This is an optimization exercise on Yosys and OpenROAD, whose aim is a short achievable clock period and few clock cycles, not a production implementation. Only simulation tests tie the RTL to the original design; equivalence was not proved. Power figures rest on the tool's default switching activity, not on a simulated workload.

==> design.v <==
module Adder32(
	input  [31:0] a,
	input  [31:0] b,
	input         cin,
	output [31:0] s
	);
	wire [32:0] t = {a, 1'b1} + {b, cin};
	assign s = t[32:1];
endmodule
module PcInc(
	input  [31:0] pc,
	output [31:0] pc4,
	output [31:0] pc8,
	output [21:0] bM1, bP1, bP2,    
	output [23:0] jM1, jP1, jP2,    
	output [8:0]  pb,               
	output [8:0]  pj                
	);
	assign pb = {1'b0, pc[9:2]} + 9'd2;
	assign pj = {1'b0, pc[7:0]} + 9'd8;
	assign pc4 = pc + 32'd4;
	assign pc8 = pc + 32'd8;
	assign bM1 = pc[31:10] - 22'd1;
	assign bP1 = pc[31:10] + 22'd1;
	assign bP2 = pc[31:10] + 22'd2;
	assign jM1 = pc[31:8] - 24'd1;
	assign jP1 = pc[31:8] + 24'd1;
	assign jP2 = pc[31:8] + 24'd2;
endmodule
module ShortAdd(
	input  [8:0]  pb,               
	input  [8:0]  pj,               
	input  [7:0]  imm,
	input         mov,
	output [7:0]  lb,
	output        cb,
	output [7:0]  lj,
	output        cj
	);
	wire [8:0] b = {1'b0, pb[7:0]} + {1'b0, imm};
	wire [8:0] j = {1'b0, pj[7:0]} + {1'b0, imm};
	assign lb = b[7:0];
	assign cb = b[8];
	assign lj = mov ? imm : j[7:0];
	assign cj = j[8];
endmodule
module HiCand(
	input  [31:0] pc,
	input  [21:0] bM1, bP1, bP2,    
	input  [23:0] jM1, jP1, jP2,    
	input         pb8, pj8, s, mov,
	output [21:0] xb0, xb1,
	output [23:0] xj0, xj1
	);
	wire [21:0] b0 = pc[31:10];
	wire [23:0] j0 = pc[31:8];
	assign xb0 = pb8 ? (s ? b0 : bP1) : (s ? bM1 : b0);
	assign xb1 = pb8 ? (s ? bP1 : bP2) : (s ? b0 : bP1);
	assign xj0 = mov ? {24{s}} : pj8 ? (s ? j0 : jP1) : (s ? jM1 : j0);
	assign xj1 = mov ? {24{s}} : pj8 ? (s ? jP1 : jP2) : (s ? j0 : jP1);
endmodule
module PcRest(
	input  [31:0] rdata, resM, btgtM, tgtE, pc4E, pc, pc4,
	input         rst, sRd, sResM, sBtgt, sTgtE, sPc4E, sHold,
	output [31:0] rest
	);
	assign rest = rst ? 32'd0 : sRd ? rdata : sResM ? resM : sBtgt ? btgtM : sTgtE ? tgtE :
	              sPc4E ? pc4E : sHold ? pc : pc4;
endmodule
module PcSel(
	input  [31:0] b0, b1, j0, j1, rest,
	input         sB, sJ, cb, cj,
	output [31:0] next
	);
	wire sb1 = sB & cb, sb0 = sB & ~cb, sj1 = sJ & cj, sj0 = sJ & ~cj, sr = ~sB & ~sJ;
	assign next = ({32{sb1}} & b1) | ({32{sb0}} & b0) | ({32{sj1}} & j1) | ({32{sj0}} & j0) |
	              ({32{sr}} & rest);
endmodule
module Pass(
	input  [31:0] i,
	output [31:0] o
	);
	assign o = i;
endmodule
module RegRead(
	input  [479:0] regs,
	input  [31:0]  pc8,
	input  [3:0]   a,
	output reg [31:0] d
	);
	always @(*) begin
		case (a)
		4'd0:  d = regs[0*32 +: 32];
		4'd1:  d = regs[1*32 +: 32];
		4'd2:  d = regs[2*32 +: 32];
		4'd3:  d = regs[3*32 +: 32];
		4'd4:  d = regs[4*32 +: 32];
		4'd5:  d = regs[5*32 +: 32];
		4'd6:  d = regs[6*32 +: 32];
		4'd7:  d = regs[7*32 +: 32];
		4'd8:  d = regs[8*32 +: 32];
		4'd9:  d = regs[9*32 +: 32];
		4'd10: d = regs[10*32 +: 32];
		4'd11: d = regs[11*32 +: 32];
		4'd12: d = regs[12*32 +: 32];
		4'd13: d = regs[13*32 +: 32];
		4'd14: d = regs[14*32 +: 32];
		default: d = pc8;
		endcase
	end
endmodule
module FetchCtl(
	input  [31:0] inst,
	input         Z,          
	input         cmpInE,     
	input         ldEx,       
	input  [3:0]  rdE,
	output        brF,        
	output        jF,         
	output        stallF      
	);
	wire [3:0] cond = inst[31:28];
	wire [1:0] op   = inst[27:26];
	wire [3:0] cmd  = inst[24:21];
	wire [3:0] rn   = inst[19:16];
	wire [3:0] rd   = inst[15:12];
	wire [3:0] rm   = inst[3:0];
	wire isDP = (op == 2'b00);
	wire isLS = (op == 2'b01);
	wire cADD = (cmd == 4'b0100);
	wire cSUB = (cmd == 4'b0010);
	wire cMOV = (cmd == 4'b1101);
	wire cCMP = (cmd == 4'b1010);
	wire condZ = ~(((cond == 4'b0000) & ~Z) | ((cond == 4'b0001) & Z));
	wire isEqNe = (cond[3:1] == 3'b000);
	wire condB = cmpInE ? (~isEqNe | inst[23]) : condZ;
	wire condJ = cmpInE ? ~isEqNe : condZ;
	assign brF = (op == 2'b10) & condB;
	assign jF  = isDP & inst[25] & (rd == 4'd15) & (cMOV | (cADD & rn == 4'd15)) & condJ;
	wire useRn = (isDP & (cADD | cSUB | cCMP)) | isLS;
	wire useRm = (isDP & ~inst[25] & (cADD | cSUB | cMOV | cCMP)) | (isLS & inst[25]);
	wire useRd = isLS & ~inst[20];
	assign stallF = ldEx & ((useRn & rn == rdE) | (useRm & rm == rdE) | (useRd & rd == rdE));
endmodule
module ARMProcessor(
	input clk,
	input reset,
	output[31:0] pc,
	input[31:0] inst,
	input nIRQ,
	output[3:0] be,
	output[31:0] memaddr,
	output memwrite,
	output memread,
	output[31:0] writedata,
	input[31:0] readdata
	);
	assign be = 4'b1111;
	assign memread = 1'b1;
	reg [31:0] pcF;
	reg [31:0] pcOut;            
	reg [31:0] rf [0:14];
	reg        Z;
	reg        vE;
	reg [31:0] rawA, rawB, rawD;
	reg        a1, a2, a0, d1, d2, d0;    
	reg        b1p, b1n, b2p, b2n, b0;    
	reg        invE;
	reg        eqE, neE;         
	reg        wrRegE;           
	reg        pcAluE;           
	reg        pcBrE;            
	reg        cmpE, ldE, stE, ldpcE;
	reg [3:0]  rdE;
	reg [31:0] pc8E, offE;
	reg [31:0] tgtE, pc4E;       
	reg        ftE;              
	reg        shortE;           
	reg [31:0] resM, maddrM, wdataM, btgtM;
	reg        mwM, wrM, ldM, ldpcM;
	reg        pendM, pendBrM;   
	reg [3:0]  rdM;
	reg [31:0] resW;
	reg [31:0] resMn, resWn;
	assign pc = pcOut;
	assign memaddr = maddrM;
	assign memwrite = mwM;
	assign writedata = wdataM;
	wire        condE = ~((eqE & ~Z) | (neE & Z));
	wire        exE   = vE & condE;
	wire [31:0] opA = ({32{a1}} & resM) | ({32{a2}} & resW) | ({32{a0}} & rawA);
	wire [31:0] opB = ({32{b1p}} & resM) | ({32{b1n}} & resMn) | ({32{b2p}} & resW) |
	                  ({32{b2n}} & resWn) | ({32{b0}} & rawB);
	wire [31:0] opD = ({32{d1}} & resM) | ({32{d2}} & resW) | ({32{d0}} & rawD);
	wire [31:0] sum;
	Adder32 _add(.a(opA), .b(opB), .cin(invE), .s(sum));
	wire [31:0] btgt;
	Adder32 _badd(.a(pc8E), .b(offE), .cin(1'b0), .s(btgt));
	wire        zE    = &(opA ^ opB);
	wire        wrE   = exE & wrRegE;
	wire        redirE = exE & (pcAluE | pcBrE);
	wire        ldpcEx = exE & ldE & ldpcE;
	wire        ldEx   = exE & ldE & ~ldpcE;
	wire        memE   = exE & (ldE | stE);
	wire        fixTake = exE & shortE & ~ftE;
	wire        fixFall = vE & ~condE & ftE;
	wire        cmpInE  = exE & cmpE;
	wire [3:0]  cond = inst[31:28];
	wire [1:0]  op   = inst[27:26];
	wire [3:0]  cmd  = inst[24:21];
	wire [3:0]  rn   = inst[19:16];
	wire [3:0]  rd   = inst[15:12];
	wire [3:0]  rm   = inst[3:0];
	wire        isDP = (op == 2'b00);
	wire        isLS = (op == 2'b01);
	wire        isB  = (op == 2'b10);
	wire        cADD = (cmd == 4'b0100);
	wire        cSUB = (cmd == 4'b0010);
	wire        cMOV = (cmd == 4'b1101);
	wire        cCMP = (cmd == 4'b1010);
	wire        dpWr = isDP & (cADD | cSUB | cMOV);
	wire [31:0] pc4, pc8;
	wire [21:0] bM1, bP1, bP2;
	wire [23:0] jM1, jP1, jP2;
	wire [8:0]  pbI, pjI;
	PcInc _inc(.pc(pcF), .pc4(pc4), .pc8(pc8), .bM1(bM1), .bP1(bP1), .bP2(bP2),
		.jM1(jM1), .jP1(jP1), .jP2(jP2), .pb(pbI), .pj(pjI));
	wire [7:0]  lb, lj;
	wire        cb, cj;
	ShortAdd _sa(.pb(pbI), .pj(pjI), .imm(inst[7:0]), .mov(cMOV), .lb(lb), .cb(cb), .lj(lj), .cj(cj));
	wire [21:0] xb0, xb1;
	wire [23:0] xj0, xj1;
	HiCand _hc(.pc(pcF), .bM1(bM1), .bP1(bP1), .bP2(bP2), .jM1(jM1), .jP1(jP1), .jP2(jP2),
		.pb8(pbI[8]), .pj8(pjI[8]), .s(inst[7]), .mov(cMOV), .xb0(xb0), .xb1(xb1), .xj0(xj0), .xj1(xj1));
	wire [31:0] tb0 = {xb0, lb, pcF[1:0]};
	wire [31:0] tb1 = {xb1, lb, pcF[1:0]};
	wire [31:0] tj0 = {xj0, lj};
	wire [31:0] tj1 = {xj1, lj};
	wire [31:0] imm8  = {{24{inst[7]}}, inst[7:0]};
	wire [31:0] imm12 = {20'd0, inst[11:0]};
	wire [31:0] imm24 = {{6{inst[23]}}, inst[23:0], 2'b00};
	wire [479:0] regs;
	genvar g;
	generate
		for (g = 0; g < 15; g = g + 1) begin : pack
			assign regs[g*32 +: 32] = rf[g];
		end
	endgenerate
	wire [31:0] rvn, rvm, rvd;
	RegRead _rn(.regs(regs), .pc8(pc8), .a(rn), .d(rvn));
	RegRead _rm(.regs(regs), .pc8(pc8), .a(rm), .d(rvm));
	RegRead _rd(.regs(regs), .pc8(pc8), .a(rd), .d(rvd));
	wire useRn = (isDP & (cADD | cSUB | cCMP)) | isLS;
	wire useRm = (isDP & ~inst[25] & (cADD | cSUB | cMOV | cCMP)) | (isLS & inst[25]);
	wire useRd = isLS & ~inst[20];
	wire n1 = useRn & wrE & (rdE == rn), n2 = useRn & wrM & (rdM == rn);
	wire m1 = useRm & wrE & (rdE == rm), m2 = useRm & wrM & (rdM == rm);
	wire e1 = useRd & wrE & (rdE == rd), e2 = useRd & wrM & (rdM == rd);
	wire brF, jF, stallF;
	FetchCtl _fc(.inst(inst), .Z(Z), .cmpInE(cmpInE), .ldEx(ldEx), .rdE(rdE), .brF(brF), .jF(jF), .stallF(stallF));
	wire shortB = (inst[23:7] == 17'h1ffff) | (inst[23:7] == 17'h0);
	wire jmpF = isDP & inst[25] & (rd == 4'd15) & (cMOV | (cADD & rn == 4'd15));
	wire invF = (isDP & (cSUB | cCMP)) | (isLS & ~inst[23]);
	wire killF = ldpcM | pendM | fixTake | fixFall | redirE | ldpcEx | stallF;
	wire early = ldpcM | pendM | fixTake | fixFall | redirE | ldpcEx | reset;
	wire [31:0] pcRest, pcNext, pcNext2;
	PcRest _pr(.rdata(readdata), .resM(resM), .btgtM(btgtM), .tgtE(tgtE), .pc4E(pc4E),
		.pc(pcF), .pc4(pc4), .rst(reset),
		.sRd(ldpcM), .sResM(pendM & ~pendBrM), .sBtgt(pendM & pendBrM), .sTgtE(fixTake),
		.sPc4E(fixFall), .sHold(redirE | ldpcEx | stallF), .rest(pcRest));
	PcSel _ps(.b0(tb0), .b1(tb1), .j0(tj0), .j1(tj1), .rest(pcRest),
		.sB(brF & ~early), .sJ(jF & ~early), .cb(cb), .cj(cj), .next(pcNext));
	Pass _pp(.i(pcNext), .o(pcNext2));
	integer i;
	always @(posedge clk) begin
		pcF <= pcNext;
		pcOut <= pcNext2;
		if (reset) begin
			vE <= 1'b0;
			Z <= 1'b0;
			mwM <= 1'b0;
			wrM <= 1'b0;
			ldM <= 1'b0;
			ldpcM <= 1'b0;
			pendM <= 1'b0;
			for (i = 0; i < 15; i = i + 1)
				rf[i] <= 32'd0;
		end else begin
			vE <= ~killF;
			for (i = 0; i < 15; i = i + 1)
				if (wrM && rdM == i)
					rf[i] <= ldM ? readdata : resM;
			if (exE & cmpE)
				Z <= zE;
			mwM <= exE & stE;
			wrM <= wrE | ldEx;
			ldM <= ldEx;
			ldpcM <= ldpcEx;
			pendM <= redirE;
		end
		resM <= sum;
		if (memE)
			maddrM <= sum;
		if (exE & stE)
			wdataM <= opD;
		btgtM <= btgt;
		pendBrM <= pcBrE;
		rdM <= rdE;
		resW <= ldM ? readdata : resM;
		resMn <= ~sum;
		resWn <= ~(ldM ? readdata : resM);
		if (isB) begin
			rawA <= pc4;              
			rawB <= 32'd0;
		end else begin
			rawA <= (isDP & cMOV) ? 32'd0 : rvn;
			rawB <= ((isDP ? inst[25] : ~inst[25]) ? (isDP ? imm8 : imm12) : rvm) ^ {32{invF}};
		end
		rawD <= rvd;
		a1 <= n1;  a2 <= ~n1 & n2;  a0 <= ~n1 & ~n2;
		b1p <= m1 & ~invF;  b2p <= ~m1 & m2 & ~invF;
		b1n <= m1 & invF;   b2n <= ~m1 & m2 & invF;   b0 <= ~m1 & ~m2;
		d1 <= e1;  d2 <= ~e1 & e2;  d0 <= ~e1 & ~e2;
		invE <= invF;
		pc8E <= pc8;
		pc4E <= pc4;
		tgtE <= isB ? (cb ? tb1 : tb0) : (cj ? tj1 : tj0);
		ftE <= brF | jF;
		shortE <= (isB & shortB) | jmpF;
		offE <= imm24;
		eqE <= (cond == 4'b0000);
		neE <= (cond == 4'b0001);
		wrRegE <= (dpWr & rd != 4'd15) | (isB & inst[24]);
		pcAluE <= dpWr & rd == 4'd15 & ~jmpF;
		pcBrE <= isB & ~shortB;
		cmpE <= isDP & cCMP;
		ldE <= isLS & inst[20];
		stE <= isLS & ~inst[20];
		ldpcE <= rd == 4'd15;
		rdE <= isB ? 4'd14 : rd;
	end
endmodule
==> flow/run.sh <==
#!/bin/bash
set -euo pipefail
bash standard.sh SETUP_SLACK_MARGIN=6.0 finish > standard.log 2>&1
==> standard.sh <==
#!/bin/bash
# synth_recipe.tcl (not shown) runs the flow's synth.tcl, then flattens the netlist and writes it again
# the make line also repeats each setting of config.mk as NAME=value (left out here)
make -C /OpenROAD-flow-scripts/flow DESIGN_CONFIG=/design/flow/config.mk WORK_HOME=/design/flow/orfs CLKGATE_MAP_FILE= SYNTH_SCRIPT=/design/flow/synth_recipe.tcl "${@:-finish}"
==> config.mk <==
export PLATFORM = sky130hd
export DESIGN_NAME = ARMProcessor
export DESIGN_NICKNAME = ARMProcessor
export VERILOG_FILES = /design/flow/design.v
export SDC_FILE = /design/flow/constraint.sdc
export NUM_CORES = 4
export LEC_CHECK = 0
export CAP_MARGIN = 20
export CORE_MARGIN = 2
export CORE_UTILIZATION = 45
export SLEW_MARGIN = 20
export SYNTH_HIERARCHICAL = 1
==> constraint.sdc <==
create_clock -name core_clock -period 9.0 [get_ports {clk}]
set_input_delay 1.8000 -clock core_clock [delete_from_list [all_inputs] [get_ports {clk}]]
set_output_delay 1.8000 -clock core_clock [all_outputs]
set_load 0.01 [all_outputs]
==> metrics.md, run 1 <==
| Metric | Value |
|---|---|
| Die area | `137000 µm²` |
| Max reg flops | `480` |
| Vias in the first global route | `57800` |
| First-pass GRT wire length | `433000 µm` |
| Actual slew at the worst max-slew pin | `1.16 ns` |
| Initial core utilization | `45.3%` |
| Critical Path, Cell by Cell | `buf_16 -> buf_4 -> buf_12 -> buf_16 -> buf_12 -> and4b_4 -> a2bb2oi_1 -> o221ai_1 -> o32a_1 -> o21ai_2 -> xnor2_1 -> nor2_1` |
| Status | `finished clean` |
| Antenna Nets Post-Route | `0` |
| Max incr delay on CP | `0.54 ns` |
| Fmax | `276 MHz` |
| Maxcap violations | `0` |
| Io pins | `169` |
| Int Power | `0.00943 W` |
| Final core utilization | `58.9%` |
| Initial antenna violation count | `23` |
| Cts hold-fix bufs | `0` |
| Final min period | `3.63 ns` |
| Seq/Total Area, Yosys | `34.9%` |
| Pwr per Cell Area | `186 nW/µm²` |
| HP Class | `register to register` |
| Clock sink count | `1023` |
| Clock skew | `0.0909 ns` |
| Fill count | `11300` |
| Setup CP Type | `input pin to register` |
| CP max FO | `10` |
| Remaining DRCs | `0` |
| Clock buffer count from CTS | `114` |
| Worst path required time | `9.69 ns` |
| Yosys warnings | `9` |
| Die Wd | `371 µm` |
| Largest net degree at the start of global routing | `178` |
| Vias | `63600` |
| GP Congestion | `1.01` |
| GRT Total Usage | `43.6%` |
| Die height | `371 µm` |
| Startpoint type of the worst setup path | `input pin` |
| CTS clk-pin slew, worst paths | `0.07 ns` |
| RSZ-0062 raised after global routing | `true` |
| Asr flop ratio synth | `0%` |
| Layout cells sized above 1 | `27.8%` |
| Largest area contributor in the netlist | `dfxtp_1` |
| Most frequent cell after synthesis | `dfxtp_1` |
| Max-slew violation count | `0` |
| Synth top area share | `31.7%` |
| Area growth, synth to finish | `29.9%` |
| Final hold viol count | `0` |
| Htree depth | `3` |
| Rows | `134` |
| Synth cell count leaders | `dfxtp_1, nor2_1, a211oi_1, clkbuf_1, nand2_1` |
| Final setup viols | `0` |
| Avg WL per Cell | `35.6 µm` |
| Largest Register | `rf` |
| Setup_tns | `0 ns` |
| Crit-path slowest cell | `o32a_1` |
| CP endpoint kind | `register` |
| Clock Path Buffers | `3` |
| Buffers on Ports | `162` |
| Combinational Power Share | `29.7%` |
| Register bit total from synthesis | `1023` |
| Net load switching power | `0.00515 W` |
| Static leakage | `28.6 nW` |
| Core Footprint | `133000 µm²` |
| Clock Tree Root | `clkbuf_16` |
| Maximum vdd drop | `0.000192 V` |
| Total wire length | `321000 µm` |
| Avg Cell Area, Syn | `8.87 µm²` |
| NumNets Final | `7293` |
| Syn Inst Count | `6825` |
| DRT iter0 DRCs | `11500` |
| Dpl hpwl | `185000 µm` |
| First drt pass iteration count | `9` |
| Seq pwr share | `37.1%` |
| Rel. slew slack | `21.2%` |
| Via density | `7.07` |
| Main area contributors after synthesis | `dfxtp_1, a211oi_1, mux2i_1` |
| Synth unique cells | `110` |
| Clock power frac | `33.2%` |
| Switching portion of total power | `35.3%` |
| CP Data Arrival Time | `4.31 ns` |
| GRT overflow | `0` |
| CTS tree | `built` |
| Worst-Skew Late Latency | `0.83 ns` |
| Synth Flop Type | `dfxtp_1` |
| EDFF count, synth | `64` |
| Netlist Area Pre-Place | `60500 µm²` |
| Tcrit/Tclk final | `40.3%` |
path summary, 6_finish.rpt:
kind	startpoint	endpoint	slack [ns]	cells after the start
hold / removal	pcBrE	pendBrM	0.38	0
setup / recovery	inst[0]	rawB[20]	5.37	12
hold reg to reg	pcBrE	pendBrM	0.38	0
setup reg to reg	pcF[9]	pcOut[23]	5.44	10
critical path, delay by kind of cell:
| family | cells | cell delay (ns) |
|---|---|---|
| AO/OA/AOI/OAI | 4 | 1.29 |
| buffers and inverters | 5 | 0.70 |
| XOR/XNOR | 1 | 0.13 |
| AND/OR/NAND/NOR | 2 | 0.37 |
final cells by class:
| cell class | count | area [µm²] | share of cell area [%] |
|---|---|---|---|
| antenna | 17 | 42.5 | 0.0541 |
| clock buffer | 157 | 3240 | 4.12 |
| clock inverter | 50 | 572 | 0.728 |
| inverter | 180 | 687 | 0.874 |
| multi-input combinational | 4936 | 39900 | 50.8 |
| sequential | 1023 | 21200 | 27.0 |
| tap | 1768 | 2210 | 2.82 |
| timing repair buffer | 874 | 10700 | 13.6 |
per-module statistics from Yosys, one instance, submodules excluded, excerpt:
module / area [µm²] / times used
ARMProcessor: 32800 / 1
RegRead: 4290 / 3
PcInc: 3420 / 1
HiCand: 2670 / 1
Pass: 240 / 1
PcSel: 1470 / 1
Adder32: 1740 / 2
through the flow:
stage          cell area [µm²]  power (W)  cells  worst slack (ns)  hold slack, ns
2_1_floorplan            61800    0.00740   6833              4.97           0.331
3_3_place_gp             63000    0.00857   8219              3.38           0.363
3_5_place_dp             63000    0.00860   8219              3.34           0.361
4_1_cts                  75000     0.0140   8812              5.52           0.380
5_1_grt                  78500     0.0148   8988              5.40           0.387
6_report                 78600     0.0146   9005              5.37           0.384
power by group through the flow:
stage | sequential (W) | clock [W] | combinational [W]
finish | 0.00541 | 0.00484 | 0.00433
global route | 0.00541 | 0.00500 | 0.00442
CTS | 0.00537 | 0.00482 | 0.00384
detailed placement | 0.00545 | 0 | 0.00314
global placement | 0.00545 | 0 | 0.00312
floorplan | 0.00527 | 0 | 0.00214
per-layer routing:
layer | vias to the layer above | GRT usage, % | share of wire (%) | wire length [µm]
met2 | 5304 | 63.2 | 40 | 129000
met3 | 1768 | 16.8 | 14 | 45800
li1 | 26300 | - | - | -
met5 | - | 0.140 | 0.069 | 220
met4 | 14 | 32.9 | 11 | 33700
met1 | 30300 | 51.9 | 35 | 112000
placed cells by master, fill, tap and decap left out, types with 43 or more instances in the layout:
cell       Yosys  final
inv_1        177    163
o21ai_1      109    112
a222oi_1     153    153
buf_12         3     81
dfxtp_1      959    913
nand4_1       43     43
nor2b_1      112     94
mux2_4        30     67
xor2_1       122    108
nor2_1       692    662
clkbuf_16      0    130
edfxtp_1      64     64
ha_1          93     55
nor3b_1       52     44
a211oi_1     519    507
nor3_1        57     53
o32a_1        78     61
buf_4        104    416
mux2i_1      292    245
a22oi_1      299    264
buf_2        152     73
mux2_2       199    165
o21ai_0      130     83
a21oi_1      209    178
o22ai_1       57     47
nand3_1       60     53
buf_6         44    105
nand2b_1      66     55
a21boi_0      71     61
nand2_1      367    341
buf_16         0     68
xnor2_1      210    185
a2bb2oi_1     62     50
a31oi_1       94     73
kinds of logic after synthesis:
logic type	Yosys count	share of synthesized area (%)
AO/OA/AOI/OAI	2212	27.2
adder cells (fa/ha/maj)	97	2.06
buffers and inverters	891	7.25
multiplexers	533	9.50
other	2	0.0124
XOR/XNOR	332	4.81
AND/OR/NAND/NOR	1735	14.3
flip-flops	1023	34.9
what timing repair did:
action                     in CTS  in global routing
pin swaps                     239                239
resized for setup            1255                359
setup buffers                 304                156
setup endpoints to repair     748                685
gates cloned                   82                 19
Testbench counts, summed over its fixed seeds: cycles 36,525.
==> inputs of run 2 (changes only) <==
--- a/design.v
+++ b/design.v
@@ -1,2 +1,15 @@
+module PNode(
+	input  g, p, gl, pl,
+	output go, po
+	);
+	assign go = g | (p & gl);
+	assign po = p & pl;
+endmodule
+module GNode(
+	input  g, p, gl,
+	output go
+	);
+	assign go = g | (p & gl);
+endmodule
 module Adder32(
 	input  [31:0] a,
@@ -5,6 +18,70 @@
 	output [31:0] s
 	);
-	wire [32:0] t = {a, 1'b1} + {b, cin};
-	assign s = t[32:1];
+	wire [32:0] g0 = {a & b, cin};
+	wire [32:0] p0 = {a | b, 1'b0};
+	wire [32:0] g1, p1, g2, p2, g3, p3, g4, p4, g5;
+	genvar i;
+	generate
+		for (i = 0; i < 33; i = i + 1) begin : l
+			if (i >= 1) begin : n1
+				PNode n(.g(g0[i]), .p(p0[i]), .gl(g0[i-1]), .pl(p0[i-1]), .go(g1[i]), .po(p1[i]));
+			end else begin : w1
+				assign g1[i] = g0[i]; assign p1[i] = p0[i];
+			end
+			if (i >= 2) begin : n2
+				PNode n(.g(g1[i]), .p(p1[i]), .gl(g1[i-2]), .pl(p1[i-2]), .go(g2[i]), .po(p2[i]));
+			end else begin : w2
+				assign g2[i] = g1[i]; assign p2[i] = p1[i];
+			end
+			if (i >= 4) begin : n3
+				PNode n(.g(g2[i]), .p(p2[i]), .gl(g2[i-4]), .pl(p2[i-4]), .go(g3[i]), .po(p3[i]));
+			end else begin : w3
+				assign g3[i] = g2[i]; assign p3[i] = p2[i];
+			end
+			if (i >= 8) begin : n4
+				PNode n(.g(g3[i]), .p(p3[i]), .gl(g3[i-8]), .pl(p3[i-8]), .go(g4[i]), .po(p4[i]));
+			end else begin : w4
+				assign g4[i] = g3[i]; assign p4[i] = p3[i];
+			end
+			if (i >= 16) begin : n5
+				GNode n(.g(g4[i]), .p(p4[i]), .gl(g4[i-16]), .go(g5[i]));
+			end else begin : w5
+				assign g5[i] = g4[i];
+			end
+		end
+	endgenerate
+	assign s = a ^ b ^ g5[31:0];
+endmodule
+module Adder8(
+	input  [7:0] a,
+	input  [7:0] b,
+	output [7:0] s,
+	output       co
+	);
+	wire [7:0] g0 = a & b;
+	wire [7:0] p0 = a | b;
+	wire [7:0] g1, p1, g2, p2, g3;
+	genvar i;
+	generate
+		for (i = 0; i < 8; i = i + 1) begin : l
+			if (i >= 1) begin : n1
+				PNode n(.g(g0[i]), .p(p0[i]), .gl(g0[i-1]), .pl(p0[i-1]), .go(g1[i]), .po(p1[i]));
+			end else begin : w1
+				assign g1[i] = g0[i]; assign p1[i] = p0[i];
+			end
+			if (i >= 2) begin : n2
+				PNode n(.g(g1[i]), .p(p1[i]), .gl(g1[i-2]), .pl(p1[i-2]), .go(g2[i]), .po(p2[i]));
+			end else begin : w2
+				assign g2[i] = g1[i]; assign p2[i] = p1[i];
+			end
+			if (i >= 4) begin : n3
+				GNode n(.g(g2[i]), .p(p2[i]), .gl(g2[i-4]), .go(g3[i]));
+			end else begin : w3
+				assign g3[i] = g2[i];
+			end
+		end
+	endgenerate
+	assign s = a ^ b ^ {g3[6:0], 1'b0};
+	assign co = g3[7];
 endmodule
 module PcInc(
@@ -38,10 +115,8 @@
 	output        cj
 	);
-	wire [8:0] b = {1'b0, pb[7:0]} + {1'b0, imm};
-	wire [8:0] j = {1'b0, pj[7:0]} + {1'b0, imm};
-	assign lb = b[7:0];
-	assign cb = b[8];
-	assign lj = mov ? imm : j[7:0];
-	assign cj = j[8];
+	wire [7:0] jl;
+	Adder8 _b(.a(pb[7:0]), .b(imm), .s(lb), .co(cb));
+	Adder8 _j(.a(pj[7:0]), .b(imm), .s(jl), .co(cj));
+	assign lj = mov ? imm : jl;
 endmodule
 module HiCand(
@@ -164,4 +239,6 @@
 	reg        vE;
 	reg [31:0] rawA, rawB, rawD;
+	reg [31:0] immE;             
+	reg        aL, bI;           
 	reg        a1, a2, a0, d1, d2, d0;    
 	reg        b1p, b1n, b2p, b2n, b0;    
@@ -189,7 +266,7 @@
 	wire        condE = ~((eqE & ~Z) | (neE & Z));
 	wire        exE   = vE & condE;
-	wire [31:0] opA = ({32{a1}} & resM) | ({32{a2}} & resW) | ({32{a0}} & rawA);
+	wire [31:0] opA = ({32{a1}} & resM) | ({32{a2}} & resW) | ({32{a0}} & rawA) | ({32{aL}} & pc4E);
 	wire [31:0] opB = ({32{b1p}} & resM) | ({32{b1n}} & resMn) | ({32{b2p}} & resW) |
-	                  ({32{b2n}} & resWn) | ({32{b0}} & rawB);
+	                  ({32{b2n}} & resWn) | ({32{b0}} & rawB) | ({32{bI}} & immE);
 	wire [31:0] opD = ({32{d1}} & resM) | ({32{d2}} & resW) | ({32{d0}} & rawD);
 	wire [31:0] sum;
@@ -237,4 +314,7 @@
 	wire [31:0] tj0 = {xj0, lj};
 	wire [31:0] tj1 = {xj1, lj};
+	wire [7:0]  lbE, ljE;
+	wire        cbE, cjE;
+	ShortAdd _saE(.pb(pbI), .pj(pjI), .imm(inst[7:0]), .mov(cMOV), .lb(lbE), .cb(cbE), .lj(ljE), .cj(cjE));
 	wire [31:0] imm8  = {{24{inst[7]}}, inst[7:0]};
 	wire [31:0] imm12 = {20'd0, inst[11:0]};
@@ -262,4 +342,6 @@
 	wire jmpF = isDP & inst[25] & (rd == 4'd15) & (cMOV | (cADD & rn == 4'd15));
 	wire invF = (isDP & (cSUB | cCMP)) | (isLS & ~inst[23]);
+	wire movF = isDP & cMOV;
+	wire regB = ~isB & (isDP ? ~inst[25] : inst[25]);    
 	wire killF = ldpcM | pendM | fixTake | fixFall | redirE | ldpcEx | stallF;
 	wire early = ldpcM | pendM | fixTake | fixFall | redirE | ldpcEx | reset;
@@ -310,20 +392,18 @@
 		resMn <= ~sum;
 		resWn <= ~(ldM ? readdata : resM);
-		if (isB) begin
-			rawA <= pc4;              
-			rawB <= 32'd0;
-		end else begin
-			rawA <= (isDP & cMOV) ? 32'd0 : rvn;
-			rawB <= ((isDP ? inst[25] : ~inst[25]) ? (isDP ? imm8 : imm12) : rvm) ^ {32{invF}};
-		end
+		rawA <= rvn;
+		rawB <= rvm ^ {32{invF}};
+		immE <= (isDP ? imm8 : imm12) ^ {32{invF}};
 		rawD <= rvd;
-		a1 <= n1;  a2 <= ~n1 & n2;  a0 <= ~n1 & ~n2;
-		b1p <= m1 & ~invF;  b2p <= ~m1 & m2 & ~invF;
-		b1n <= m1 & invF;   b2n <= ~m1 & m2 & invF;   b0 <= ~m1 & ~m2;
+		aL <= isB;
+		a1 <= ~isB & ~movF & n1;  a2 <= ~isB & ~movF & ~n1 & n2;  a0 <= ~isB & ~movF & ~n1 & ~n2;
+		b1p <= regB & m1 & ~invF;  b2p <= regB & ~m1 & m2 & ~invF;
+		b1n <= regB & m1 & invF;   b2n <= regB & ~m1 & m2 & invF;   b0 <= regB & ~m1 & ~m2;
+		bI <= ~isB & ~regB;
 		d1 <= e1;  d2 <= ~e1 & e2;  d0 <= ~e1 & ~e2;
 		invE <= invF;
 		pc8E <= pc8;
 		pc4E <= pc4;
-		tgtE <= isB ? (cb ? tb1 : tb0) : (cj ? tj1 : tj0);
+		tgtE <= isB ? {cbE ? xb1 : xb0, lbE, pcF[1:0]} : {cjE ? xj1 : xj0, ljE};
 		ftE <= brF | jF;
 		shortE <= (isB & shortB) | jmpF;
==> metrics.md, run 2 <==
| Metric | Value |
|---|---|
| Rows | `139 (+3.7%)` |
| Remaining DRCs | `0 (unchanged)` |
| CTS clk-pin slew, worst paths | `0.06 ns (about the same)` |
| Tcrit/Tclk final | `38.6% (-1.7 points)` |
| NumNets Final | `7656 (+5.0%)` |
| Setup_tns | `0 ns (unchanged)` |
| Clock sink count | `1038 (+1.5%)` |
| Maximum vdd drop | `0.000170 V (-11%)` |
| Rel. slew slack | `22.2% (+1.0 points)` |
| CP max FO | `8 (-2)` |
| Startpoint type of the worst setup path | `input pin` |
| Largest Register | `rf` |
| GR peak layer | `met2` |
| Maxcap violations | `0 (unchanged)` |
| Clock skew | `0.0439 ns (-0.0471 ns)` |
| GP Congestion | `1.01 (about the same)` |
| M2 GR Usage | `61.7% (-1.5 points)` |
| Io pins | `169 (unchanged)` |
| GR Util met1 | `48.5% (-3.4 points)` |
| Avg Cell Area, Syn | `8.82 µm² (-0.56%)` |
| Area after DPL | `67400 µm² (+7.0%)` |
| Static leakage | `31.5 nW (+10%)` |
| Die height | `383 µm (+3.4%)` |
| Initial core utilization | `45.2% (-0.13 points)` |
| Final setup viols | `0 (unchanged)` |
| Commonest non-fill, non-tap cell in the layout | `dfxtp_1` |
| Layout cells sized above 1 | `20.7% (-7.2 points)` |
| Fmax | `288 MHz (+4.3%)` |
| CP Data Arrival Time | `4.13 ns (-0.18 ns)` |
| DRT iter0 DRCs | `10100 (-12%)` |
| CP endpoint kind | `register` |
| Die area | `147000 µm² (+7.0%)` |
| First drt pass iteration count | `10 (+1)` |
| Worst path required time | `9.65 ns (-0.04 ns)` |
| Hold slack | `0.354 ns (-0.0309 ns)` |
| Final min period | `3.48 ns (-0.150 ns)` |
| M3 GR Usage | `12.6% (-4.2 points)` |
| Netlist Area Pre-Place | `64800 µm² (+7.1%)` |
| Antenna Nets Post-Route | `0 (unchanged)` |
| Vias | `63400 (-0.40%)` |
| Post-route cell area | `78300 µm² (-0.37%)` |
| Setup CP Type | `input pin to register` |
| Core Footprint | `143000 µm² (+7.4%)` |
| Initial antenna violation count | `21 (-8.7%)` |
| Register area | `21500 µm² (+1.3%)` |
| Multi-input logic area | `41600 µm² (+4.3%)` |
| Final hold viol count | `0 (unchanged)` |
| RSZ-0062 raised after global routing | `true` |
| First-pass GRT wire length | `439000 µm (+1.4%)` |
| Htree depth | `3 (unchanged)` |
| Die Wd | `383 µm (+3.4%)` |
| Vias in the first global route | `59900 (+3.5%)` |
| Buffers on Ports | `162 (unchanged)` |
| GRT Total Usage | `41.0% (-2.6 points)` |
| Clock Path Buffers | `3 (unchanged)` |
| HP Class | `register to register` |
| Avg WL per Cell | `34.0 µm (-4.5%)` |
| Cts hold-fix bufs | `0 (unchanged)` |
| Max-slew violation count | `0 (unchanged)` |
| Largest net degree at the start of global routing | `202 (+13%)` |
| GRT overflow | `0 (unchanged)` |
| Dpl hpwl | `193000 µm (+4.5%)` |
| Commonest cells after routing, fill and taps aside | `dfxtp_1, nor2_1, a211oi_1` |
| Yosys warnings | `9 (unchanged)` |
| Actual slew at the worst max-slew pin | `1.14 ns (-0.0133 ns)` |
| Via density | `6.74 (-4.6%)` |
| Clock buffer count from CTS | `114 (unchanged)` |
| Syn Inst Count | `7348 (+7.7%)` |
| Status | `finished clean` |
| CTS tree | `built` |
| Max reg flops | `480 (unchanged)` |
| Clock Tree Root | `clkbuf_16` |
| Area growth, synth to finish | `20.9%` |
| Fill count | `12900 (+13%)` |
| Worst-Skew Late Latency | `0.79 ns (-0.04 ns)` |
| Total wire length | `320000 µm (-0.26%)` |
| Pwr per Cell Area | `184 nW/µm² (-0.86%)` |
[run 2: cell types whose count changed in the layout (fill, tap and decap cells not counted), moves of 119 or more]
cell     before  now
inv_1       163  387
a21o_1       38  324
a22oi_1     264  383
buf_4       416  229
ha_1         55  188
and2_1       38  269
[run 2: path summary, 6_finish.rpt]
check,start,to,slack (ns),cells past startpoint
setup / recovery,inst[22],pcOut[13],5.52,14
hold / removal,pcBrE,pendBrM,0.35,0
setup reg to reg,pcF[2],pcOut[28],5.58,11
hold reg to reg,pcBrE,pendBrM,0.35,0
[run 2: report_power, final]
| group | switching (W) | total (W) | internal (W) | leakage (nW) |
|---|---|---|---|---|
| logic | 0.00249 | 0.00407 | 0.00159 | 21.0 |
| clock network | 0.00212 | 0.00490 | 0.00279 | 1.89 |
| registers | 0.000376 | 0.00542 | 0.00505 | 8.58 |
| total | 0.00498 | 0.0144 | 0.00942 | 31.5 |
[run 2: stage by stage]
stage	util, %	cells	worst slack [ns]	power (W)
2_1_floorplan	-	7361	5.16	0.00766
3_3_place_gp	47.0	8901	3.50	0.00881
3_5_place_dp	47.0	8903	3.44	0.00885
4_1_cts	53.1	9303	5.59	0.0141
5_1_grt	54.6	9384	5.46	0.0148
6_report	54.6	9404	5.52	0.0144
[run 2: worst max-delay path, cell delays in order]
cell and delay, ns:
buf_12 0.10, or3b_1 0.38, a21oi_2 0.14, o2111ai_2 0.12, o41a_1 0.15, o21ai_2 0.10
or2_4 0.21, buf_12 0.14, buf_16 0.18, mux2_4 0.32, o2111ai_2 0.15, o21ai_1 0.10
nand2_1 0.13, nand2_2 0.09
[run 2: repair_timing]
action,CTS,global route
pin swaps,75,83
endpoints found under the setup margin,523,429
buffers inserted,126,64
resized for setup,959,247
hold endpoints to repair,0,0
cloned,64,16
[run 2: layout make-up]
| class | instances | area share [%] |
|---|---|---|
| Clock inverter | 50 | 0.737 |
| Antenna cell | 21 | 0.0671 |
| Inverter | 411 | 2.06 |
| Timing Repair Buffer | 574 | 9.31 |
| Multi-Input combinational cell | 5247 | 53.2 |
| Tap cell | 1903 | 3.04 |
| Clock buffer | 160 | 4.16 |
| Sequential cell | 1038 | 27.5 |
[run 2: routing by layer]
metal	share of wire [%]	vias to the layer above
li1	-	27000
met1	36	30100
met2	42	4716
met3	12	1647
met4	10	14
met5	0.074	-
Testbench counts of run 2, summed over its fixed seeds: cycles 36,525.
==> inputs of run 3 (changes only) <==
--- a/design.v
+++ b/design.v
@@ -143,12 +143,39 @@
 	              sPc4E ? pc4E : sHold ? pc : pc4;
 endmodule
+module SelGen(
+	input  sB, sJ, cb, cj, sH,
+	input  early,               
+	input  rst,                 
+	output sb1, sb0, sj1, sj0, sh, sr
+	);
+	assign sb1 = sB & ~early & cb & ~rst;
+	assign sb0 = sB & ~early & ~cb & ~rst;
+	assign sj1 = sJ & ~early & cj & ~rst;
+	assign sj0 = sJ & ~early & ~cj & ~rst;
+	assign sh  = sH & ~rst;
+	assign sr  = ((~sB & ~sJ & ~sH) | early) & ~rst;
+endmodule
+module Ao6(
+	input  b0, b1, j0, j1, h, r,
+	input  sb0, sb1, sj0, sj1, sh, sr,
+	output o
+	);
+	assign o = (sb1 & b1) | (sb0 & b0) | (sj1 & j1) | (sj0 & j0) | (sh & h) | (sr & r);
+endmodule
 module PcSel(
-	input  [31:0] b0, b1, j0, j1, rest,
-	input         sB, sJ, cb, cj,
+	input  [31:0] b0, b1, j0, j1, hold, rest,
+	input         sB, sJ, cb, cj, sH, early, rst,
 	output [31:0] next
 	);
-	wire sb1 = sB & cb, sb0 = sB & ~cb, sj1 = sJ & cj, sj0 = sJ & ~cj, sr = ~sB & ~sJ;
-	assign next = ({32{sb1}} & b1) | ({32{sb0}} & b0) | ({32{sj1}} & j1) | ({32{sj0}} & j0) |
-	              ({32{sr}} & rest);
+	wire sb1, sb0, sj1, sj0, sh, sr;
+	SelGen _g(.sB(sB), .sJ(sJ), .cb(cb), .cj(cj), .sH(sH), .early(early), .rst(rst),
+		.sb1(sb1), .sb0(sb0), .sj1(sj1), .sj0(sj0), .sh(sh), .sr(sr));
+	genvar i;
+	generate
+		for (i = 0; i < 32; i = i + 1) begin : sel
+			Ao6 _m(.b0(b0[i]), .b1(b1[i]), .j0(j0[i]), .j1(j1[i]), .h(hold[i]), .r(rest[i]),
+				.sb0(sb0), .sb1(sb1), .sj0(sj0), .sj1(sj1), .sh(sh), .sr(sr), .o(next[i]));
+		end
+	endgenerate
 endmodule
 module Pass(
@@ -185,4 +212,34 @@
 	end
 endmodule
+module BrCtl(
+	input  [31:0] inst,
+	output        b0, b1, bp,   
+	output        j0, j1, jp    
+	);
+	wire [3:0] cond = inst[31:28];
+	wire [1:0] op   = inst[27:26];
+	wire [3:0] cmd  = inst[24:21];
+	wire [3:0] rn   = inst[19:16];
+	wire [3:0] rd   = inst[15:12];
+	wire isEQ = (cond == 4'b0000);
+	wire isNE = (cond == 4'b0001);
+	wire isB  = (op == 2'b10);
+	wire isJ  = (op == 2'b00) & inst[25] & (rd == 4'd15) &
+	            ((cmd == 4'b1101) | ((cmd == 4'b0100) & rn == 4'd15));
+	assign b0 = isB & ~isEQ;
+	assign b1 = isB & ~isNE;
+	assign bp = isB & ((~isEQ & ~isNE) | inst[23]);
+	assign j0 = isJ & ~isEQ;
+	assign j1 = isJ & ~isNE;
+	assign jp = isJ & ~isEQ & ~isNE;
+endmodule
+module BrSel(
+	input  b0, b1, bp, j0, j1, jp,
+	input  Z, cmpInE,
+	output sB, sJ
+	);
+	assign sB = cmpInE ? bp : Z ? b1 : b0;
+	assign sJ = cmpInE ? jp : Z ? j1 : j0;
+endmodule
 module FetchCtl(
 	input  [31:0] inst,
@@ -218,4 +275,27 @@
 	assign stallF = ldEx & ((useRn & rn == rdE) | (useRm & rm == rdE) | (useRd & rd == rdE));
 endmodule
+module StallCtl(
+	input  [31:0] inst,
+	input         ldEx,
+	input  [3:0]  rdE,
+	input         block,      
+	output        sH          
+	);
+	wire [1:0] op  = inst[27:26];
+	wire [3:0] cmd = inst[24:21];
+	wire [3:0] rn  = inst[19:16];
+	wire [3:0] rd  = inst[15:12];
+	wire [3:0] rm  = inst[3:0];
+	wire isDP = (op == 2'b00);
+	wire isLS = (op == 2'b01);
+	wire cADD = (cmd == 4'b0100);
+	wire cSUB = (cmd == 4'b0010);
+	wire cMOV = (cmd == 4'b1101);
+	wire cCMP = (cmd == 4'b1010);
+	wire useRn = (isDP & (cADD | cSUB | cCMP)) | isLS;
+	wire useRm = (isDP & ~inst[25] & (cADD | cSUB | cMOV | cCMP)) | (isLS & inst[25]);
+	wire useRd = isLS & ~inst[20];
+	assign sH = ldEx & ~block & ((useRn & rn == rdE) | (useRm & rm == rdE) | (useRd & rd == rdE));
+endmodule
 module ARMProcessor(
 	input clk,
@@ -272,4 +352,6 @@
 	wire [31:0] sum;
 	Adder32 _add(.a(opA), .b(opB), .cin(invE), .s(sum));
+	wire [31:0] sumM;
+	Pass _ps2(.i(sum), .o(sumM));
 	wire [31:0] btgt;
 	Adder32 _badd(.a(pc8E), .b(offE), .cin(1'b0), .s(btgt));
@@ -345,12 +427,20 @@
 	wire regB = ~isB & (isDP ? ~inst[25] : inst[25]);    
 	wire killF = ldpcM | pendM | fixTake | fixFall | redirE | ldpcEx | stallF;
-	wire early = ldpcM | pendM | fixTake | fixFall | redirE | ldpcEx | reset;
+	wire early = ldpcM | pendM | fixTake | fixFall | redirE | ldpcEx;
+	wire sB, sJ;
+	wire bc0, bc1, bcp, jc0, jc1, jcp;
+	BrCtl _bc(.inst(inst), .b0(bc0), .b1(bc1), .bp(bcp), .j0(jc0), .j1(jc1), .jp(jcp));
+	BrSel _bs(.b0(bc0), .b1(bc1), .bp(bcp), .j0(jc0), .j1(jc1), .jp(jcp), .Z(Z), .cmpInE(cmpInE),
+		.sB(sB), .sJ(sJ));
 	wire [31:0] pcRest, pcNext, pcNext2;
 	PcRest _pr(.rdata(readdata), .resM(resM), .btgtM(btgtM), .tgtE(tgtE), .pc4E(pc4E),
-		.pc(pcF), .pc4(pc4), .rst(reset),
+		.pc(pcF), .pc4(pc4), .rst(1'b0),
 		.sRd(ldpcM), .sResM(pendM & ~pendBrM), .sBtgt(pendM & pendBrM), .sTgtE(fixTake),
-		.sPc4E(fixFall), .sHold(redirE | ldpcEx | stallF), .rest(pcRest));
-	PcSel _ps(.b0(tb0), .b1(tb1), .j0(tj0), .j1(tj1), .rest(pcRest),
-		.sB(brF & ~early), .sJ(jF & ~early), .cb(cb), .cj(cj), .next(pcNext));
+		.sPc4E(fixFall), .sHold(redirE | ldpcEx), .rest(pcRest));
+	wire sH;
+	StallCtl _st(.inst(inst), .ldEx(ldEx), .rdE(rdE),
+		.block(ldpcM | pendM | fixTake | fixFall), .sH(sH));
+	PcSel _ps(.b0(tb0), .b1(tb1), .j0(tj0), .j1(tj1), .hold(pcF), .rest(pcRest),
+		.sB(sB), .sJ(sJ), .cb(cb), .cj(cj), .sH(sH), .early(early), .rst(reset), .next(pcNext));
 	Pass _pp(.i(pcNext), .o(pcNext2));
 	integer i;
@@ -382,8 +472,6 @@
 		end
 		resM <= sum;
-		if (memE)
-			maddrM <= sum;
-		if (exE & stE)
-			wdataM <= opD;
+		maddrM <= sumM;              
+		wdataM <= opD;
 		btgtM <= btgt;
 		pendBrM <= pcBrE;
==> flow/run.sh (replaced) <==
#!/bin/bash
set -euo pipefail
bash standard.sh SETUP_SLACK_MARGIN=5.5 finish > standard.log 2>&1
==> metrics.md, run 3 <==
| Metric | Value |
|---|---|
| Dpl hpwl | `193000 µm (+0.26%)` |
| Htree depth | `3 (unchanged)` |
| Pwr per Cell Area | `177 nW/µm² (-3.8%)` |
| Initial core utilization | `45.4% (+0.23 points)` |
| Avg Cell Area, Syn | `8.73 µm² (-0.94%)` |
| GP Congestion | `1.05 (+4.4%)` |
| Max reg flops | `480 (unchanged)` |
| Max-slew violation count | `0 (unchanged)` |
| Seq pwr share | `40.5% (+2.8 points)` |
| Static leakage | `29.3 nW (-7.1%)` |
| Final setup viols | `0 (unchanged)` |
| Worst-Skew Late Latency | `0.79 ns (about the same)` |
| Commonest cells after routing, fill and taps aside | `dfxtp_1, nor2_1, a211oi_1` |
| Rel. slew slack | `17.0% (-5.2 points)` |
| Clock Path Buffers | `3 (unchanged)` |
| Syn Inst Count | `7383 (+0.48%)` |
| CP delay by family, top | `compound AO/OA/AOI/OAI gates` |
| Initial antenna violation count | `16 (-24%)` |
| Clock power frac | `38.9% (+4.8 points)` |
| Combinational Power Share | `20.6% (-7.7 points)` |
| Total wire length | `297000 µm (-7.2%)` |
| Crit-path slowest cell | `o221ai_1` |
| Clock Tree Root | `clkbuf_16` |
| First-pass GRT wire length | `416000 µm (-5.2%)` |
| Maxcap violations | `0 (unchanged)` |
| Largest net degree at the start of global routing | `172 (-15%)` |
| Vias | `61500 (-2.9%)` |
| GRT overflow | `0 (unchanged)` |
| HP Class | `register to register` |
| Core Footprint | `142000 µm² (-0.96%)` |
| Clock skew | `0.0702 ns (+0.0263 ns)` |
| Buf+Inv Stages, Crit Path | `3 (unchanged)` |
| CP endpoint kind | `register` |
| Buffers on Ports | `162 (unchanged)` |
| Switching portion of total power | `32.7% (-1.9 points)` |
| Area growth, synth to finish | `13.3%` |
| Worst path required time | `9.70 ns (+0.05 ns)` |
| NumNets Final | `7508 (-1.9%)` |
| Critical Path, Cell by Cell | `buf_4 -> buf_16 -> nor2b_2 -> buf_4 -> a22oi_1 -> o221ai_1 -> o32a_1` |
| Antenna Nets Post-Route | `0 (unchanged)` |
| Final min period | `3.63 ns (+0.149 ns)` |
| Max incr delay on CP | `0.63 ns (+0.25 ns)` |
| RSZ-0062 raised after global routing | `true` |
| Avg WL per Cell | `32.1 µm (-5.6%)` |
| Setup CP Type | `input pin to register` |
| Cts hold-fix bufs | `0 (unchanged)` |
| Vias in the first global route | `57200 (-4.5%)` |
| Commonest non-fill, non-tap cell in the layout | `dfxtp_1` |
| Setup WS pre-CTS | `3.75 ns (+0.307 ns)` |
| Net load switching power | `0.00423 W (-15%)` |
| Maximum vdd drop | `0.000173 V (+1.6%)` |
| Die height | `383 µm (-0.23%)` |
| Startpoint type of the worst setup path | `input pin` |
| DRT iter0 DRCs | `9309 (-8.0%)` |
| Final hold viol count | `0 (unchanged)` |
| Status | `finished clean` |
| CTS tree | `built` |
| Clock buffer count from CTS | `118 (+3.5%)` |
| Die area | `146000 µm² (-0.46%)` |
| Remaining DRCs | `0 (unchanged)` |
| Clock sink count | `1038 (unchanged)` |
| Yosys warnings | `9 (unchanged)` |
| GRT Total Usage | `38.6% (-2.4 points)` |
| Netlist Area Pre-Place | `64500 µm² (-0.47%)` |
| Setup_tns | `0 ns (unchanged)` |
| Die Wd | `383 µm (-0.23%)` |
| Tcrit/Tclk final | `40.3% (+1.7 points)` |
| CP Data Arrival Time | `4.33 ns (+0.20 ns)` |
| Most used cell along the critical path | `buf_4` |
| Post-route setup slack | `5.37 ns (-0.149 ns)` |
| Largest Register | `rf` |
| CP max FO | `78 (+70)` |
| Rows | `138 (-0.72%)` |
| Layout cells sized above 1 | `13.7% (-7.0 points)` |
| CTS clk-pin slew, worst paths | `0.06 ns (about the same)` |
| Int Power | `0.00870 W (-7.6%)` |
| Via density | `6.65 (-1.3%)` |
| Io pins | `169 (unchanged)` |
| First drt pass iteration count | `10 (unchanged)` |
| Actual slew at the worst max-slew pin | `1.24 ns (+0.0913 ns)` |
| Fmax | `276 MHz (-4.1%)` |
-- run 3: worst paths after layout --
path              slack, ns      from   endpoint  depth (start not counted)
hold / removal         0.35     pcBrE    pendBrM                          0
hold reg to reg        0.35     pcBrE    pendBrM                          0
setup reg to reg       5.48        b0  resMn[28]                         11
setup / recovery       5.37  inst[13]   rawD[16]                          7
-- run 3: per-layer routing --
metal	global-route usage, %	share of wire (%)	vias to the layer above	wire length, µm
met3	12.2	13	1036	37700
met5	0	0.0078	-	23
met1	48.2	38	29400	113000
li1	-	-	26700	-
met4	26.5	7.8	4	23000
met2	56.4	41	4384	123000
-- run 3: final cells by class --
cell class | instances | area, µm²
Multi-Input combinational cell | 5253 | 39800
Timing Repair Buffer | 413 | 4420
Sequential cell | 1038 | 20800
Clock buffer | 156 | 3310
Antenna cell | 22 | 55.1
Inverter | 414 | 1560
Clock inverter | 60 | 681
Fill cell | 13300 | 68900
Tap cell | 1890 | 2360
-- run 3: timing repair --
action / 4_1_cts / 5_1_grt
gates cloned: 21 / 5
pin swaps: 25 / 55
resized for setup: 219 / 114
buffers inserted: 40 / 24
setup endpoints to repair: 281 / 216
-- run 3: per-stage QoR --
| step | util (%) | hold slack, ns | total power (W) | cell area (µm²) | instances |
|---|---|---|---|---|---|
| after floorplan | - | 0.331 | 0.00666 | 64600 | 7397 |
| after global placement | 46.8 | 0.345 | 0.00769 | 66400 | 8913 |
| after detailed placement | 46.8 | 0.342 | 0.00770 | 66500 | 8914 |
| after CTS | 50.8 | 0.345 | 0.0128 | 72100 | 9191 |
| after global routing | 51.4 | 0.354 | 0.0132 | 73000 | 9225 |
| final | 51.5 | 0.346 | 0.0129 | 73000 | 9246 |
-- run 3: worst reg2reg max path: cells and delay by family (launching register included) --
| family | cells | cell delay [ns] |
|---|---|---|
| AND/OR/NAND/NOR | 1 | 0.50 |
| flip-flops | 1 | 0.30 |
| adder cells (fa/ha/maj) | 1 | 0.40 |
| buffers and inverters | 2 | 0.29 |
| XOR/XNOR | 1 | 0.47 |
| AO/OA/AOI/OAI | 6 | 1.42 |
-- run 3: power by group through the flow --
stage	logic [W]	clock network, W	registers, W
after floorplan	0.00150	0	0.00517
after global placement	0.00238	0	0.00531
after detailed placement	0.00239	0	0.00531
after CTS	0.00249	0.00505	0.00522
after global routing	0.00274	0.00523	0.00525
final	0.00266	0.00503	0.00524
Testbench counts of run 3, summed over its fixed seeds: cycles 36,525.
==> inputs of run 4 (changes only) <==
--- a/design.v
+++ b/design.v
@@ -298,4 +298,15 @@
 	assign sH = ldEx & ~block & ((useRn & rn == rdE) | (useRm & rm == rdE) | (useRd & rd == rdE));
 endmodule
+module EarlyCtl(
+	input  Z, vE, eqE, neE,
+	input  pcAluE, pcBrE, ldE, ldpcE, shortE, ftE,
+	input  ldpcM, pendM,
+	output early
+	);
+	wire condE = ~((eqE & ~Z) | (neE & Z));
+	wire exE = vE & condE;
+	assign early = ldpcM | pendM | (exE & (pcAluE | pcBrE | (ldE & ldpcE) | (shortE & ~ftE))) |
+	               (vE & ~condE & ftE);
+endmodule
 module ARMProcessor(
 	input clk,
@@ -427,5 +438,8 @@
 	wire regB = ~isB & (isDP ? ~inst[25] : inst[25]);    
 	wire killF = ldpcM | pendM | fixTake | fixFall | redirE | ldpcEx | stallF;
-	wire early = ldpcM | pendM | fixTake | fixFall | redirE | ldpcEx;
+	wire early;
+	EarlyCtl _ec(.Z(Z), .vE(vE), .eqE(eqE), .neE(neE), .pcAluE(pcAluE), .pcBrE(pcBrE),
+		.ldE(ldE), .ldpcE(ldpcE), .shortE(shortE), .ftE(ftE), .ldpcM(ldpcM), .pendM(pendM),
+		.early(early));
 	wire sB, sJ;
 	wire bc0, bc1, bcp, jc0, jc1, jcp;
==> metrics.md, run 4 <==
| Metric | Value |
|---|---|
| CTS tree | `built` |
| Buffers on Ports | `162 (unchanged)` |
| GR peak layer | `met2` |
| GP Congestion | `1.00 (-4.7%)` |
| Vias in the first global route | `56900 (-0.37%)` |
| Remaining DRCs | `0 (unchanged)` |
| Yosys warnings | `9 (unchanged)` |
| Clock sink count | `1038 (unchanged)` |
| Static leakage | `29.0 nW (-0.87%)` |
| Syn Inst Count | `7389 (+0.081%)` |
| Htree depth | `3 (unchanged)` |
| Final min period | `3.64 ns (+0.0142 ns)` |
| Actual slew at the worst max-slew pin | `1.19 ns (-0.0413 ns)` |
| Pwr per Cell Area | `177 nW/µm² (-0.18%)` |
| Die area | `146000 µm² (about the same)` |
| Setup_tns | `0 ns (unchanged)` |
| GRT overflow | `0 (unchanged)` |
| Initial antenna violation count | `22 (+6)` |
| Netlist Area Pre-Place | `64500 µm² (about the same)` |
| Post-route cell area | `72700 µm² (-0.48%)` |
| Clock skew | `0.0237 ns (-0.0465 ns)` |
| Core Footprint | `142000 µm² (unchanged)` |
| Post-route setup slack | `5.36 ns (-0.0142 ns)` |
| Setup CP Type | `input pin to register` |
| Clock buffer count from CTS | `114 (-3.4%)` |
| Maxcap violations | `0 (unchanged)` |
| Status | `finished clean` |
| Clock Path Buffers | `3 (unchanged)` |
| CP endpoint kind | `register` |
| Rel. slew slack | `20.4% (+3.3 points)` |
| Setup WS pre-CTS | `3.66 ns (-0.0949 ns)` |
| Largest net degree at the start of global routing | `171 (-0.58%)` |
| Worst R2R Setup Slack | `5.45 ns (-0.03 ns)` |
| Die Wd | `383 µm (about the same)` |
| NumNets Final | `7499 (-0.12%)` |
| Max reg flops | `480 (unchanged)` |
| Clock Tree Root | `clkbuf_16` |
| Avg Cell Area, Syn | `8.73 µm² (about the same)` |
| Area after DPL | `66600 µm² (+0.15%)` |
| Worst r2r src | `b0` |
| CP max FO | `48 (-38%)` |
| Worst-Skew Late Latency | `0.77 ns (-0.02 ns)` |
| Area growth, synth to finish | `12.6%` |
| Worst path required time | `9.63 ns (-0.07 ns)` |
| Via density | `6.60 (-0.76%)` |
| Startpoint type of the worst setup path | `input pin` |
| First drt pass iteration count | `9 (-1)` |
| Final setup viols | `0 (unchanged)` |
| Hold Crit Start | `pcBrE` |
| Dpl hpwl | `195000 µm (+0.88%)` |
| Maximum vdd drop | `0.000185 V (+6.7%)` |
| Final hold viol count | `0 (unchanged)` |
| Hold Path Depth | `0 (unchanged)` |
| Die height | `383 µm (about the same)` |
| First-pass GRT wire length | `407000 µm (-2.1%)` |
| Initial core utilization | `45.5% (about the same)` |
| FF-to-FF End | `Z` |
| Antenna Nets Post-Route | `0 (unchanged)` |
| M3 GR Usage | `9.83% (-2.4 points)` |
| GRT Total Usage | `37.5% (-1.1 points)` |
| GR Util met1 | `47.0% (-1.2 points)` |
| M2 GR Usage | `57.0% (+0.51 points)` |
| Layout cells sized above 1 | `13.2% (-0.53 points)` |
| CTS clk-pin slew, worst paths | `0.06 ns (about the same)` |
| CP Data Arrival Time | `4.27 ns (-0.06 ns)` |
| Total wire length | `289000 µm (-2.5%)` |
| Largest Register | `rf` |
| DRT iter0 DRCs | `9061 (-2.7%)` |
| Fmax | `275 MHz (-0.39%)` |
| Hold Path End | `pendBrM` |
| Rows | `138 (unchanged)` |
| Commonest non-fill, non-tap cell in the layout | `dfxtp_1` |
| Reg2reg path depth | `7 (-4)` |
| Vias | `60900 (-1.1%)` |
| HP Class | `register to register` |
| Commonest cells after routing, fill and taps aside | `dfxtp_1, nor2_1, a211oi_1` |
| Tcrit/Tclk final | `40.4% (+0.16 points)` |
| RSZ-0062 raised after global routing | `true` |
| Max-slew violation count | `0 (unchanged)` |
| Io pins | `169 (unchanged)` |
| Avg WL per Cell | `31.4 µm (-2.2%)` |
-- run 4: metrics by stage --
stage	cells	power, W	util [%]	hold slack [ns]
floorplan	7403	0.00666	-	0.352
detailed placement	8933	0.00769	46.9	0.367
finish	9217	0.0128	51.2	0.381
global placement	8931	0.00768	46.9	0.366
global route	9215	0.0131	51.2	0.385
CTS	9183	0.0127	50.5	0.379
-- run 4: critical path, stage by stage --
cell	delay (ns)
buf_12	0.28
buf_12	0.34
nand2b_1	0.34
buf_4	0.41
o221ai_1	0.47
o32a_1	0.50
-- run 4: cell type report --
cell class | count | area [µm²]
Antenna cell | 2 | 5.00
Clock buffer | 165 | 3340
Clock inverter | 47 | 617
Fill cell | 13300 | 69300
Inverter | 414 | 1560
Multi-Input combinational cell | 5259 | 39800
Sequential cell | 1038 | 20800
Tap cell | 1890 | 2360
Timing Repair Buffer | 402 | 4150
-- run 4: worst max path at each step --
stage                     end  slack [ns]  cells past startpoint     start
floorplan            pcOut[0]        5.01                      9  inst[24]
global placement     pcOut[6]        3.70                     10  inst[17]
detailed placement     pcF[6]        3.66                     10  inst[17]
CTS                 pcOut[11]        5.32                     11  inst[13]
global route        pcOut[11]        5.42                     13  inst[13]
finish                rawD[0]        5.36                      6  inst[12]
-- run 4: power breakdown --
| part | total (W) | switching (W) | internal, W |
|---|---|---|---|
| logic | 0.00262 | 0.00172 | 0.000892 |
| clock network | 0.00500 | 0.00214 | 0.00287 |
| registers | 0.00522 | 0.000301 | 0.00492 |
| total | 0.0128 | 0.00416 | 0.00868 |
-- run 4: repair_timing --
| item | CTS | global route |
|---|---|---|
| hold buffers | 0 | 0 |
| gates cloned | 15 | 7 |
| gates resized for setup | 208 | 140 |
| pin swaps | 12 | 43 |
| endpoints found under the setup margin | 380 | 234 |
| setup buffers | 23 | 24 |
-- run 4: layer usage --
metal | share of wire [%] | vias to the layer above
met5 | 0.043 | -
met4 | 7.9 | 20
met3 | 11 | 1026
met2 | 43 | 4012
met1 | 38 | 29100
li1 | - | 26700
Testbench counts of run 4, summed over its fixed seeds: cycles 36,525.
==> inputs of run 5 (changes only) <==
==> flow/run.sh (replaced) <==
#!/bin/bash
set -euo pipefail
bash standard.sh SETUP_SLACK_MARGIN=6.0 finish > standard.log 2>&1
==> metrics.md, run 5 <==
| Metric | Value |
|---|---|
| Rows | `138 (unchanged)` |
| Status | `finished clean` |
| Switching portion of total power | `33.2% (+0.80 points)` |
| Fill count | `12600 (-5.8%)` |
| Via density | `6.74 (+2.0%)` |
| Clock sink count | `1038 (unchanged)` |
| Vias in the first global route | `58800 (+3.2%)` |
| GP Congestion | `1.03 (+2.5%)` |
| Total wire length | `316000 µm (+9.2%)` |
| Cts hold-fix bufs | `0 (unchanged)` |
| Clock Tree Root | `clkbuf_16` |
| Startpoint type of the worst setup path | `register` |
| Actual slew at the worst max-slew pin | `1.40 ns (+0.209 ns)` |
| Maximum vdd drop | `0.000196 V (+6.2%)` |
| Initial core utilization | `45.5% (unchanged)` |
| Final min period | `3.50 ns (-0.143 ns)` |
| DRT iter0 DRCs | `9692 (+7.0%)` |
| Area after DPL | `67000 µm² (+0.64%)` |
| Yosys warnings | `9 (unchanged)` |
| Vias | `64100 (+5.4%)` |
| Clock Path Buffers | `3 (unchanged)` |
| Die area | `146000 µm² (unchanged)` |
| Max-slew violation count | `0 (unchanged)` |
| Tcrit/Tclk final | `38.8% (-1.6 points)` |
| Remaining DRCs | `0 (unchanged)` |
| CTS clk-pin slew, worst paths | `0.07 ns (about the same)` |
| CP max FO | `8 (-83%)` |
| Hold slack | `0.368 ns (-0.0136 ns)` |
| Htree depth | `3 (unchanged)` |
| Die height | `383 µm (unchanged)` |
| Syn Inst Count | `7389 (unchanged)` |
| Avg Cell Area, Syn | `8.73 µm² (unchanged)` |
| HP Class | `register to register` |
| Io pins | `169 (unchanged)` |
| Pwr per Cell Area | `168 nW/µm² (-4.7%)` |
| Initial antenna violation count | `27 (+23%)` |
| Net load switching power | `0.00441 W (+6.0%)` |
| Worst path required time | `9.64 ns (about the same)` |
| First-pass GRT wire length | `429000 µm (+5.4%)` |
| NumNets Final | `7787 (+3.8%)` |
| Layout cells sized above 1 | `21.6% (+8.4 points)` |
| First drt pass iteration count | `10 (+1)` |
| Int Power | `0.00888 W (+2.3%)` |
| Fmax | `286 MHz (+4.1%)` |
| Post-route cell area | `78900 µm² (+8.5%)` |
| Area growth, synth to finish | `22.2%` |
| Combinational Power Share | `22.5% (+2.1 points)` |
| Core Footprint | `142000 µm² (unchanged)` |
| Clock skew | `0.0811 ns (+0.0574 ns)` |
| Rel. slew slack | `5.77% (-15 points)` |
| Worst r2r src | `Z` |
| Maxcap violations | `0 (unchanged)` |
| Setup CP Type | `register to register` |
| Final core utilization | `55.6% (+4.4 points)` |
| CP Data Arrival Time | `4.14 ns (-0.13 ns)` |
| Clock buffer count from CTS | `117 (+2.6%)` |
| RSZ-0062 raised after global routing | `true` |
| CTS tree | `built` |
| Hold Crit Start | `pcBrE` |
| Commonest cells after routing, fill and taps aside | `dfxtp_1, nor2_1, a211oi_1` |
| Die Wd | `383 µm (unchanged)` |
| Largest net degree at the start of global routing | `177 (+3.5%)` |
| CP endpoint kind | `register` |
| Clock power frac | `38.1% (-0.9 points)` |
| Max reg flops | `480 (unchanged)` |
| Commonest non-fill, non-tap cell in the layout | `dfxtp_1` |
| Worst Setup SP | `Z` |
| Worst-Skew Late Latency | `0.81 ns (+0.04 ns)` |
| GRT Total Usage | `40.0% (+2.5 points)` |
| Final hold viol count | `0 (unchanged)` |
| Setup_tns | `0 ns (unchanged)` |
| Static leakage | `32.1 nW (+11%)` |
| Antenna Nets Post-Route | `0 (unchanged)` |
| Avg WL per Cell | `33.2 µm (+5.8%)` |
| Buffers on Ports | `162 (unchanged)` |
| GRT overflow | `0 (unchanged)` |
| Seq pwr share | `39.4% (-1.3 points)` |
| Netlist Area Pre-Place | `64500 µm² (unchanged)` |
| Largest Register | `rf` |
| Final setup viols | `0 (unchanged)` |
| Dpl hpwl | `194000 µm (-0.86%)` |
[run 5: changes by cell type in the layout (fill, tap and decap cells not counted), sizes merged, moves of 5 or more]
| cell | before | now |
|---|---|---|
| dlygate4sd2 | 11 | 6 |
| diode | 2 | 16 |
| bufbuf | 4 | 25 |
| clkinv | 19 | 34 |
| buf | 245 | 586 |
| clkdlybuf4s50 | 126 | 36 |
[run 5: timing repair]
| item | 4_1_cts | 5_1_grt |
|---|---|---|
| gates cloned | 52 | 24 |
| buffers inserted | 149 | 129 |
| resized for setup | 985 | 305 |
| pin swaps | 121 | 99 |
| endpoints found under the setup margin | 515 | 392 |
[run 5: critical path, stage by stage, from the launching register on]
cell and delay, ns:
dfxtp_4 0.37, mux2i_4 0.26, nor2_4 0.06, buf_12 0.12, or4_4 0.56, nor3b_4 0.24, nand4_1 0.09, or4b_1 0.48
o211ai_1 0.22, or3_4 0.22, a21oi_4 0.05, buf_12 0.16, buf_6 0.12, buf_16 0.15, a22oi_2 0.17, nand3_2 0.12
[run 5: final timing paths]
kind | end | slack [ns] | depth (start not counted)
setup / recovery | pcF[28] | 5.50 | 15
hold / removal | pendBrM | 0.37 | 0
setup reg to reg | pcF[28] | 5.50 | 15
hold reg to reg | pendBrM | 0.37 | 0
[run 5: cell type report]
class	count	area [µm²]	share of cell area (%)
Antenna cell	16	40.0	0.0508
Inverter	414	1610	2.04
Clock inverter	64	739	0.937
Sequential cell	1038	20900	26.5
Timing Repair Buffer	677	8430	10.7
Clock buffer	152	3280	4.16
Tap cell	1890	2360	3.00
Multi-Input combinational cell	5269	41500	52.6
[run 5: power groups by stage]
stage / Combinational (W) / Clock (W) / Sequential, W
after floorplan: 0.00156 / 0 / 0.00517
after global placement: 0.00239 / 0 / 0.00529
after detailed placement: 0.00241 / 0 / 0.00529
after CTS: 0.00269 / 0.00507 / 0.00520
after global routing: 0.00306 / 0.00527 / 0.00524
final: 0.00299 / 0.00506 / 0.00523
[run 5: per-stage QoR]
stage	std cells	power, W	setup WS, ns
5_1_grt	9505	0.0136	5.45
4_1_cts	9350	0.0130	5.55
2_1_floorplan	7403	0.00673	5.01
3_3_place_gp	8929	0.00768	3.73
3_5_place_dp	8933	0.00770	3.63
6_report	9520	0.0133	5.50
[run 5: per-layer routing]
metal	vias to the layer above	part of all wire, %	track usage [%]
met5	-	0.049	0
li1	27300	-	-
met1	30400	36	48.2
met4	24	9.8	29.1
met2	4822	41	59.9
met3	1531	13	12.8

[static timing again, ports no longer ideal]
The results above use ideal ports. As a check the final layouts listed here were re-extracted and re-timed, cells and wires unchanged.
Step 1, drivers: a clkbuf_16 drives clk and a buf_2 each remaining input, both assumed.
Step 2 times the ports against the registers' clock, not the clock port: input delays grow and output delays shrink by t, the midpoint of the rising clock arrivals with the driver on.
a / b / c = ideal ports / drivers / drivers and shift; a / b = the first two.
| run | t (ns) | setup WS [ns] |
|---|---|---|
| run 1 | 0.862 | 5.374 / 5.248 / 4.386 |
| run 2 | 0.848 | 5.524 / 5.385 / 4.537 |
| run 3 | 0.839 | 5.375 / 5.337 / 4.499 |
| run 4 | 0.835 | 5.361 / 5.307 / 4.472 |
| run 5 | 0.852 | 5.504 / 5.504 / 4.682 |
After both steps setup and hold are still met in every run listed.
